What follows belongs to an exercise in optimizing a design on an open flow for a short achievable clock period; a production flow would make more cautious choices.
Function was checked by simulation only, so behaviour that the tests miss may differ from the original.
The clock port is modelled as an ideal driver; clocking choices that lean on that would not hold on a real chip.
Power and IR drop assume default switching activity.

## yarrow
## Basic_ALU
module Basic_ALU (
    clock,
    reset,
    enable,
    aluin1,
    aluin2,
    aluoperation,
    aluopselect,
    aluout
);
Settings: LEC_CHECK=0, CAP_MARGIN=20, CORE_MARGIN=2, CORE_UTILIZATION=20, SETUP_SLACK_MARGIN=5, SLEW_MARGIN=20; clock period 6.0 ns.
standard.sh (not shown) runs the stock make flow with config.mk's settings and CLKGATE_MAP_FILE= SYNTH_SCRIPT=/design/flow/synth_recipe.tcl, a recipe that flattens the netlist after the stock synthesis.
==> flow/flow/run.sh <==
#!/bin/bash
# Own layout flow: the standard ORFS flow (standard.sh) with a different synthesis step.
#  - flow/gate_synth.tcl present: the design is a hand-mapped gate netlist that
#    flow/gen_gates.py writes to alu_gates.v (same function and register names as rtl/Basic_ALU.v).
set -euo pipefail
here=$(pwd)
args=()
if [ -f flow/gate_synth.tcl ]; then
  python3 flow/gen_gates.py > $here/alu_gates.v
  export MY_GATES=$here/alu_gates.v
  args+=(SYNTH_SCRIPT=$here/flow/gate_synth.tcl)
elif [ -f flow/my_synth.tcl ]; then
  export MY_ABC_SCRIPT=$here/flow/abc.script
  if [ -f flow/keep.txt ]; then export MY_ABC_KEEP="$(cat flow/keep.txt)"; fi
  args+=(SYNTH_SCRIPT=$here/flow/my_synth.tcl ADDER_MAP_FILE=)
fi
if [ -f flow/post_cts.tcl ]; then args+=(POST_CTS_TCL=$here/flow/post_cts.tcl); fi
if [ -f flow/post_grt.tcl ]; then args+=(POST_GLOBAL_ROUTE_TCL=$here/flow/post_grt.tcl); fi
bash standard.sh "${args[@]}" finish > $here/flow_make.log 2>&1 || { tail -50 $here/flow_make.log; exit 1; }
tail -5 $here/flow_make.log
test -f out/final.def
==> flow/flow/abc.script <==
strash
dch -f
map -p
topo
buffer -p -c
upsize -c
dnsize -c
stime -c
==> flow/flow/post_grt.tcl <==
# Extra setup repair after global routing (sourced by ORFS's global_route.tcl as
# POST_GLOBAL_ROUTE_TCL): a longer repair_timing run on global-route parasitics,
# then legalization, incremental re-route of the changed nets and new route guides.
log_cmd estimate_parasitics -global_routing
puts "post_grt: WS before [worst_slack -max]"
set margin [expr {[info exists ::env(SETUP_SLACK_MARGIN)] ? $::env(SETUP_SLACK_MARGIN) : 0}]
log_cmd global_route -start_incremental
log_cmd repair_timing -setup -setup_margin $margin -repair_tns 100 -max_passes 1000 -sequence "sizeup,swap"
log_cmd detailed_placement
log_cmd global_route -end_incremental
log_cmd estimate_parasitics -global_routing
puts "post_grt: WS after [worst_slack -max]"
check_placement -verbose
write_guides $::env(RESULTS_DIR)/route.guide
Other scripts of this flow, unchanged in this note and not shown: flow/flow/keep.txt, flow/flow/my_synth.tcl, flow/flow/post_cts.tcl
yarrow | status: complete | timing, DRC, antenna: pass
Inputs modified between yarrow and violet:
-- flow/flow/run.sh --
<<< yarrow, line 16
fi
if [ -f flow/post_cts.tcl ]; then args+=(POST_CTS_TCL=$here/flow/post_cts.tcl); fi
if [ -f flow/post_grt.tcl ]; then args+=(POST_GLOBAL_ROUTE_TCL=$here/flow/post_grt.tcl); fi
bash standard.sh "${args[@]}" finish > $here/flow_make.log 2>&1 || { tail -50 $here/flow_make.log; exit 1; }
tail -5 $here/flow_make.log
>>> violet, line 16
fi
if [ -f flow/post_cts.tcl ]; then args+=(POST_CTS_TCL=$here/flow/post_cts.tcl); fi
bash standard.sh "${args[@]}" finish > $here/flow_make.log 2>&1 || { tail -50 $here/flow_make.log; exit 1; }
tail -5 $here/flow_make.log
removed: flow/flow/post_grt.tcl
Notes after the runs:
Delta (violet minus yarrow): routed wire length shows a reduction of about 1%; area of the multi-input gates shows a reduction of 2.4%. Total cell area at the placement stage essentially unchanged between yarrow and violet. Setup slack: yarrow vs violet, no meaningful difference. The run showing the smaller sequential fraction of design power is yarrow. violet against yarrow: transition time at the pin with the least slew margin now sits lower, number of nets with antenna violations after routing now sits at about the same level.
Changes in onyx relative to violet:
-- flow/flow/run.sh --
<<< violet, line 16
fi
if [ -f flow/post_cts.tcl ]; then args+=(POST_CTS_TCL=$here/flow/post_cts.tcl); fi
bash standard.sh "${args[@]}" finish > $here/flow_make.log 2>&1 || { tail -50 $here/flow_make.log; exit 1; }
tail -5 $here/flow_make.log
>>> onyx, line 16
fi
if [ -f flow/post_cts.tcl ]; then args+=(POST_CTS_TCL=$here/flow/post_cts.tcl); fi
if [ -f flow/post_grt.tcl ]; then args+=(POST_GLOBAL_ROUTE_TCL=$here/flow/post_grt.tcl); fi
bash standard.sh "${args[@]}" finish > $here/flow_make.log 2>&1 || { tail -50 $here/flow_make.log; exit 1; }
tail -5 $here/flow_make.log
-- flow/flow/abc.script --
<<< violet, line 1
strash
dch -f
>>> onyx, line 1
strash
dch -f
map -p
mfs2 -a
strash
dch -f
==> flow/flow/post_grt.tcl (new file) <==
# Extra setup repair after global routing (sourced by ORFS's global_route.tcl as
# POST_GLOBAL_ROUTE_TCL): a longer repair_timing run on global-route parasitics,
# then legalization, incremental re-route of the changed nets and new route guides.
log_cmd estimate_parasitics -global_routing
puts "post_grt: WS before [worst_slack -max]"
set margin [expr {[info exists ::env(SETUP_SLACK_MARGIN)] ? $::env(SETUP_SLACK_MARGIN) : 0}]
log_cmd global_route -start_incremental
log_cmd repair_timing -setup -setup_margin $margin -repair_tns 100 -max_passes 1000 -sequence "sizeup,swap"
log_cmd detailed_placement
log_cmd global_route -end_incremental
log_cmd estimate_parasitics -global_routing
puts "post_grt: WS after [worst_slack -max]"
check_placement -verbose
write_guides $::env(RESULTS_DIR)/route.guide
### Flow results
- Cell area in onyx is 560 um^2 lower than in violet
- violet vs onyx, launch point of the critical path: aluin1[11] vs aluin2[4]
- [compare] base=violet new=onyx: post-place instance area moved down, synthesis-to-finish area growth climbed 11 points, routed wire length decreased 9.4%, count of plain and timing-repair buffers decreased 13.
- Diff violet -> onyx: clock network fraction of design power picked up an extra 3.2 points, maximum frequency picked up an extra 6.9 MHz, post-route fraction of the period consumed by the critical path lost 0.69 points, die area lost 8.7%.
[inputs] maple vs onyx
- swapping 20 for 30 in CORE_UTILIZATION
==> flow/flow/abc.script <==
strash
dch -f
map -p
mfs2
strash
dch -f
map -p
topo
buffer -p -c
upsize -c
dnsize -c
stime -c
Notes after the runs:
Between onyx and maple, the flow reports clock power decreasing by a few percent. maple vs onyx — total number of vias climbed slightly. ~same total design power in maple and onyx. Summary of maple over onyx: total nets after synthesis moved down, filler-free cell count of the finished design decreased by 213 relative to the old numbers. [compare] base=onyx new=maple: non-clock buffer count in the final layout went down, global-route wire length before repair shows a reduction of about 7.4%. Relative to onyx, starting utilization of the core area has gone up in maple. Status: sequential share of cell area parity (maple, onyx).
Setup changes, maple to willow
- changing CORE_UTILIZATION from 30 to 20
==> run summary <==
Re summed area of non-filler cells in the final layout: willow is about 2.3% down on maple. Between maple and willow, the difference in number of nets produced by synthesis is negligible. Worst voltage drop across the vdd grid was higher in willow than in maple. Number of placed instances with taps included, willow vs maple: up by a little under 10%. The area occupied by multi-input gates reported for willow is smaller than that of maple by 3.6%. Placeable core area went up by more than half going from maple to willow. Where total design power is concerned, maple is outperformed by willow. aluout[30] as the end point of the critical path was reported by maple, and aluout[28] by willow. On final worst-path setup slack, willow does better than maple. Compared with maple, willow shows initial antenna violation count higher by 1. maple and willow ended up with nearly the same clock network contribution to total cell area. Non-filler instance count after layout of willow exceeds that of maple by a few percent.

[separate check: timing with driven ports]
The flow's constraints put no driver on any port. The routed layouts listed below were extracted and timed again, unchanged, in two steps. Step 1: set_driving_cell puts a clkbuf_16 on clock and a buf_2 on each other input, an assumption about the parent block. Step 2 adds t to the input delays and takes it off the output delays; t is the mean of the earliest and latest rising clock arrival at the registers after step 1. Input paths then give back, and output paths get back, about the clock's delay inside the block. Slacks: ideal ports / drivers / drivers and shift; pairs: ideal ports / drivers.
| run | t (ns) | setup WS [ns] | worst slew at a driven data input, ns |
|---|---|---|---|
| yarrow | 0.369 | 3.539 / 3.468 / 3.099 | 0.15 |
| violet | 0.368 | 3.538 / 3.465 / 3.097 | 0.14 |
| onyx | 0.358 | 3.579 / 3.552 / 3.194 | 0.15 |
| maple | 0.356 | 3.588 / 3.580 / 3.224 | 0.15 |
| willow | 0.352 | 3.597 / 3.568 / 3.217 | 0.09 |
After both steps every run listed still meets setup and hold. For violet, which loses most, drivers alone change the setup slack by -0.073 ns; drivers and shift together by -0.441 ns.
